Background: an optimization exercise with open tools, aiming at small area and a short achievable clock period. Do not read the settings as production practice. Only simulation tests tie the RTL to the original design; equivalence was not proved.

## FFT_TOB
module FFT_TOB (
  input  wire signed [15:0] Input_re,
  input  wire signed [15:0] Input_Im,
  input  wire               cordic_Valid,
  input  wire               clk,
  input  wire               rst,
  output wire signed [15:0] Output_FFT_Re,
  output wire signed [15:0] Output_FFT_Im,
  output wire               Data_Valid
);
  reg [3:0] p;
  reg       dv;
  always @(posedge clk or negedge rst)
    if (!rst) begin
      p  <= 4'd0;
      dv <= 1'b0;
    end else begin
      if (cordic_Valid) p <= p + 4'd1;
      if (p == 4'd14)   dv <= 1'b1;
    end
  assign Data_Valid = dv;
  wire p3 = p[3], p2 = p[2], p1 = p[1], p0 = p[0];
  wire first = (p == 4'd0);
  wire last  = (p == 4'd15);
  reg [127:0] d1r, d1i;    
  reg [63:0]  d2r, d2i;    
  reg [31:0]  d3r, d3i;    
  reg [15:0]  d4r, d4i;    
  reg [15:0]  zr, zi;      
  reg [16:0]  y0, y1;      
  reg         yw1, yw3, yw9, yw2, yw6, yw4, yodp, yodn, yosp, yosn;
  reg [15:0]  ar, ai;      
  reg [15:0]  br, bi;      
  wire [15:0] xr = Input_re, xi = Input_Im;
  wire [15:0] r1r = d1r[127:112], r1i = d1i[127:112];
  wire [15:0] r2r = d2r[63:48],   r2i = d2i[63:48];
  wire [15:0] r3r = d3r[31:16],   r3i = d3i[31:16];
  wire [15:0] r4r = d4r,          r4i = d4i;
  wire [15:0] a1r, a1i, b1r, b1i;
  rca u_a1r (.a(r1r), .b(xr),  .ci(1'b0), .s(a1r));
  rca u_a1i (.a(r1i), .b(xi),  .ci(1'b0), .s(a1i));
  rca u_b1r (.a(r1r), .b(~xr), .ci(1'b1), .s(b1r));
  rca u_b1i (.a(r1i), .b(~xi), .ci(1'b1), .s(b1i));
  wire [15:0] s1r = p3 ? a1r : r1r;
  wire [15:0] s1i = p3 ? a1i : r1i;
  wire [15:0] w1r = p3 ? b1r : xr;
  wire [15:0] w1i = p3 ? b1i : xi;
  wire c2 = ~p3 & p2;
  wire [15:0] b2r, b2i, a2r, a2i;
  rca u_b2r (.a(r2r), .b(~(c2 ? r1i : s1r)),      .ci(1'b1), .s(b2r));
  rca u_b2i (.a(r2i), .b(c2 ? r1r : ~s1i),        .ci(~c2),  .s(b2i));
  wire [15:0] w2r = p2 ? b2r : s1r;
  wire [15:0] w2i = p2 ? b2i : s1i;
  rca u_a2r (.a(r2r), .b(s1r), .ci(1'b0), .s(a2r));
  rca u_a2i (.a(r2i), .b(s1i), .ci(1'b0), .s(a2i));
  wire [3:0]  q   = p + 4'd2;
  ...
For scale: about 3,500 cells after synthesis, roughly 68 I/O pins.
clock: 27.0 ns
lec_check: 0
cap_margin: 20
core_margin: 2
core_utilization: 40
cts_buf_list: sky130_fd_sc_hd__clkbuf_8 sky130_fd_sc_hd__clkbuf_16
cts_cluster_diameter: 120
cts_cluster_size: 25
slew_margin: 20
buffer_ports_args: -buffer_cell sky130_fd_sc_hd__buf_2
setup_slack_margin: 13.6
standard.sh (not shown) runs the stock make flow with config.mk's settings and CLKGATE_MAP_FILE= SYNTH_SCRIPT=/design/flow/synth_recipe.tcl, a recipe that flattens the netlist after the stock synthesis.
==> flow/flow/run.sh <==
#!/bin/bash
cp standard.sh standard_sh_copy.log
echo "export BUFFER_PORTS_ARGS = -buffer_cell sky130_fd_sc_hd__buf_2" >> config.mk
echo "export SETUP_SLACK_MARGIN = 13.6" >> config.mk
bash standard.sh > standard.log 2>&1
Then changed:
--- a/flow/flow/run.sh
+++ b/flow/flow/run.sh
@@ -4 +4 @@
-echo "export SETUP_SLACK_MARGIN = 13.6" >> config.mk
+echo "export SETUP_SLACK_MARGIN = 13.9" >> config.mk
- CORE_UTILIZATION: 40 -> 55
- SETUP_SLACK_MARGIN: 13.6 -> 13.9
Result: The changed run finished with timing, DRC and antenna clean. Clock skew goes down by 0.0040 ns. Count of clock-buffer cells in the layout goes up by 1. Fmax goes up by 0.63%. Wire length goes up by 8.7%. Non-clock buffer count goes up by 21. Flip-flop and latch count stays the same.
Then changed:
- CORE_UTILIZATION: 55 -> 40
- TNS_END_PERCENT: unset -> 0
Result: The changed run finished clean; worst hold slack stays flat; utilization fell by 17 points; clock skew rose by 0.010 ns.

FFT_TOB again, from the RTL that the note above started with.
clock: 27.0 ns
lec_check: 0
cap_margin: 20
core_margin: 2
core_utilization: 40
cts_buf_list: sky130_fd_sc_hd__clkbuf_8 sky130_fd_sc_hd__clkbuf_16
cts_cluster_diameter: 120
cts_cluster_size: 25
gpl_timing_driven: 0
slew_margin: 20
buffer_ports_args: -buffer_cell sky130_fd_sc_hd__buf_2
setup_slack_margin: 13.9
==> flow/flow/run.sh <==
#!/bin/bash
cp standard.sh standard_sh_copy.log
echo "export BUFFER_PORTS_ARGS = -buffer_cell sky130_fd_sc_hd__buf_2" >> config.mk
echo "export SETUP_SLACK_MARGIN = 13.9" >> config.mk
bash standard.sh > standard.log 2>&1
Next try:
GPL_ROUTABILITY_DRIVEN = 0   (was not set)
GPL_TIMING_DRIVEN = not set   (was 0)
Effect:
- The new run passed the timing, design-rule and antenna checks
- via count falls by 5.4%
- design area falls by 1.3%
- cell count falls by 2.6%
- routed wire length falls by 15%
- synthesized cell count stays the same
- die area is unchanged
- fmax rises by 2.0%
Next try:
GPL_ROUTABILITY_DRIVEN = not set   (was 0)
The changed run went through all stages and came out clean.
Setup slack is unchanged.
Synthesized cell count is unchanged.
Die area does not change.
Design area is unchanged.
Critical path depth is unchanged.
Next try:
TNS_END_PERCENT = 10   (was not set)
Effect: Via count shrinks by 0.52%. Register-to-register slack barely changes. Wire length fell by 0.32%. Non-clock buffer count went down by 9. Area after synthesis stays the same. Maximum frequency is lower by 1.0%. Die area does not change. Clock skew climbs by 0.0035 ns.

## build 31
FFT_TOB, a different RTL version from the one above (not shown whole).
Size in the first run: about 3,600 cells after synthesis, roughly 630 flip-flops, roughly 0.037 mm² of cells after synthesis.
export LEC_CHECK = 0
export CAP_MARGIN = 20
export CORE_MARGIN = 2
export CORE_UTILIZATION = 65
export SLEW_MARGIN = 20
export SETUP_SLACK_MARGIN = 13.7
create_clock -name core_clock -period 27.0 [get_ports {clk}]
==> flow/flow/run.sh <==
#!/bin/bash
cp standard.sh standard_sh_copy.log
echo "export SETUP_SLACK_MARGIN = 13.7" >> config.mk
bash standard.sh > standard.log 2>&1
Edits applied to the flow inputs when going from build 31 to build 29:
# build 31
export LEC_CHECK = 0
export CAP_MARGIN = 20
export CORE_MARGIN = 2
export CORE_UTILIZATION = 65
export SLEW_MARGIN = 20
export SETUP_SLACK_MARGIN = 13.7
create_clock -name core_clock -period 27.0 [get_ports {clk}]
# build 29
export LEC_CHECK = 0
export CAP_MARGIN = 20
export CORE_MARGIN = 2
export CORE_UTILIZATION = 40
export CTS_BUF_LIST = sky130_fd_sc_hd__clkbuf_8 sky130_fd_sc_hd__clkbuf_16
export CTS_CLUSTER_DIAMETER = 120
export CTS_CLUSTER_SIZE = 25
export SLEW_MARGIN = 20
export SETUP_SLACK_MARGIN = 13.5
create_clock -name core_clock -period 27.0 [get_ports {clk}]
==> flow/flow/run.sh <==
#!/bin/bash
cp standard.sh standard_sh_copy.log
echo "export SETUP_SLACK_MARGIN = 13.5" >> config.mk
bash standard.sh > standard.log 2>&1
==> results.txt <==
- [compare] base=build 31 new=build 29: post-layout instance count excluding filler cells rose by about 8%, clock-pin slew reported for the worst setup and hold paths after clock tree synthesis rose by 0.04 ns, critical path depth fell by 15.
- Build 31 → build 29: via count decreased by 6.3% relative to the old numbers, total number of nets in the final design decreased by 26 relative to the old numbers.
- Build 29 ended up with a higher pin count of the biggest net entering global routing than build 31 did.
The inputs of build 74 differ from those of build 29 as listed below.
# build 29
export LEC_CHECK = 0
export CAP_MARGIN = 20
export CORE_MARGIN = 2
export CORE_UTILIZATION = 40
export CTS_BUF_LIST = sky130_fd_sc_hd__clkbuf_8 sky130_fd_sc_hd__clkbuf_16
export CTS_CLUSTER_DIAMETER = 120
export CTS_CLUSTER_SIZE = 25
export SLEW_MARGIN = 20
export SETUP_SLACK_MARGIN = 13.5
create_clock -name core_clock -period 27.0 [get_ports {clk}]
# build 74
export LEC_CHECK = 0
export CAP_MARGIN = 20
export CORE_MARGIN = 2
export CORE_UTILIZATION = 65
export CTS_BUF_LIST = sky130_fd_sc_hd__clkbuf_8 sky130_fd_sc_hd__clkbuf_16
export CTS_CLUSTER_DIAMETER = 120
export CTS_CLUSTER_SIZE = 25
export SLEW_MARGIN = 20
export SETUP_SLACK_MARGIN = 13.3
create_clock -name core_clock -period 27.0 [get_ports {clk}]
==> flow/flow/run.sh <==
#!/bin/bash
cp standard.sh standard_sh_copy.log
echo "export SETUP_SLACK_MARGIN = 13.3" >> config.mk
bash standard.sh > standard.log 2>&1
==> results.txt <==
Looking at wire length after detailed routing across build 74 and build 29, the one that comes out lower is build 29.
Compared to build 29, build 74 has number of non-clock buffers in the layout 4 lower.
Build 74 -> build 29: synthesized cell count delta 0, exact match
What build 59 does differently from build 74 at the input level:
# build 74
export LEC_CHECK = 0
export CAP_MARGIN = 20
export CORE_MARGIN = 2
export CORE_UTILIZATION = 65
export CTS_BUF_LIST = sky130_fd_sc_hd__clkbuf_8 sky130_fd_sc_hd__clkbuf_16
export CTS_CLUSTER_DIAMETER = 120
export CTS_CLUSTER_SIZE = 25
export SLEW_MARGIN = 20
export SETUP_SLACK_MARGIN = 13.3
create_clock -name core_clock -period 27.0 [get_ports {clk}]
# build 59
export LEC_CHECK = 0
export CAP_MARGIN = 20
export CORE_MARGIN = 2
export CORE_UTILIZATION = 40
export CTS_BUF_LIST = sky130_fd_sc_hd__clkbuf_8 sky130_fd_sc_hd__clkbuf_16
export CTS_CLUSTER_DIAMETER = 130
export CTS_CLUSTER_SIZE = 27
export SLEW_MARGIN = 20
export SETUP_SLACK_MARGIN = 13.3
create_clock -name core_clock -period 27.0 [get_ports {clk}]
Notes after the runs:
Per the comparison of build 59 with build 74, total standard cell area after synthesis about even; minimum setup slack in the final design shows a reduction of 0.043 ns; part of the cycle the worst path needs +0.16 points.
Critical path depth delta for build 59 relative to build 74: 1 higher
Total number of nets in the final design essentially unchanged between build 74 and build 59.
Compared with build 74, in build 59 source-to-sink clock delay at the later pin of the worst-skew pair decreased 0.02 ns, portion of the layout cell area used by non-clock buffers decreased by 0.37 points relative to the old numbers, tap cell instance count went up.
Build 59 reached the final stage; the timing, design-rule and antenna checks on its layout passed.

[what the ideal ports hide]
Ports are ideal in the flow. The routed layouts listed here were re-timed in OpenROAD.
Step 1 (the two cells are an assumption about what drives the block):
set clk [get_ports {clk}]
set_driving_cell -lib_cell sky130_fd_sc_hd__clkbuf_16 $clk
set_driving_cell -lib_cell sky130_fd_sc_hd__buf_2 [delete_from_list [all_inputs] $clk]
Step 2 moves the port delays by t, midway between the first and last clock arrival at a register: inputs arrive t later, outputs are due t later. That takes back most of the time a late clock gives input paths.
Slacks: no drivers / after step 1 / after step 2; pairs: no drivers / after step 1.
| run | t, ns | setup slack, ns | worst setup path after step 2 | worst data-port slew with drivers (ns) |
|---|---|---|---|---|
| the first run of note 1 | 0.666 | 13.708 / 13.569 / 13.569 | input to output | 0.15 |
| the second run of note 1 | 0.679 | 13.792 / 13.742 / 13.540 | input to register | 0.13 |
| the third run of note 1 | 0.674 | 13.742 / 13.637 / 13.509 | input to register | 0.12 |
| the first run of note 2 | 0.692 | 13.617 / 13.555 / 13.607 | input to register | 0.07 |
| the second run of note 2 | 0.674 | 13.881 / 13.812 / 13.519 | input to register | 0.16 |
| the third run of note 2 | 0.674 | 13.881 / 13.812 / 13.519 | input to register | 0.16 |
| the fourth run of note 2 | 0.674 | 13.742 / 13.637 / 13.509 | input to register | 0.12 |
| build 31 | 0.682 | 13.403 / 13.338 / 13.501 | input to register | 0.14 |
| build 29 | 0.694 | 13.466 / 13.444 / 13.289 | input to register | 0.08 |
| build 74 | 0.684 | 13.387 / 13.358 / 13.328 | input to register | 0.17 |
| build 59 | 0.673 | 13.344 / 13.306 / 13.318 | input to output | 0.10 |
After both steps setup and hold are still met in every run listed.
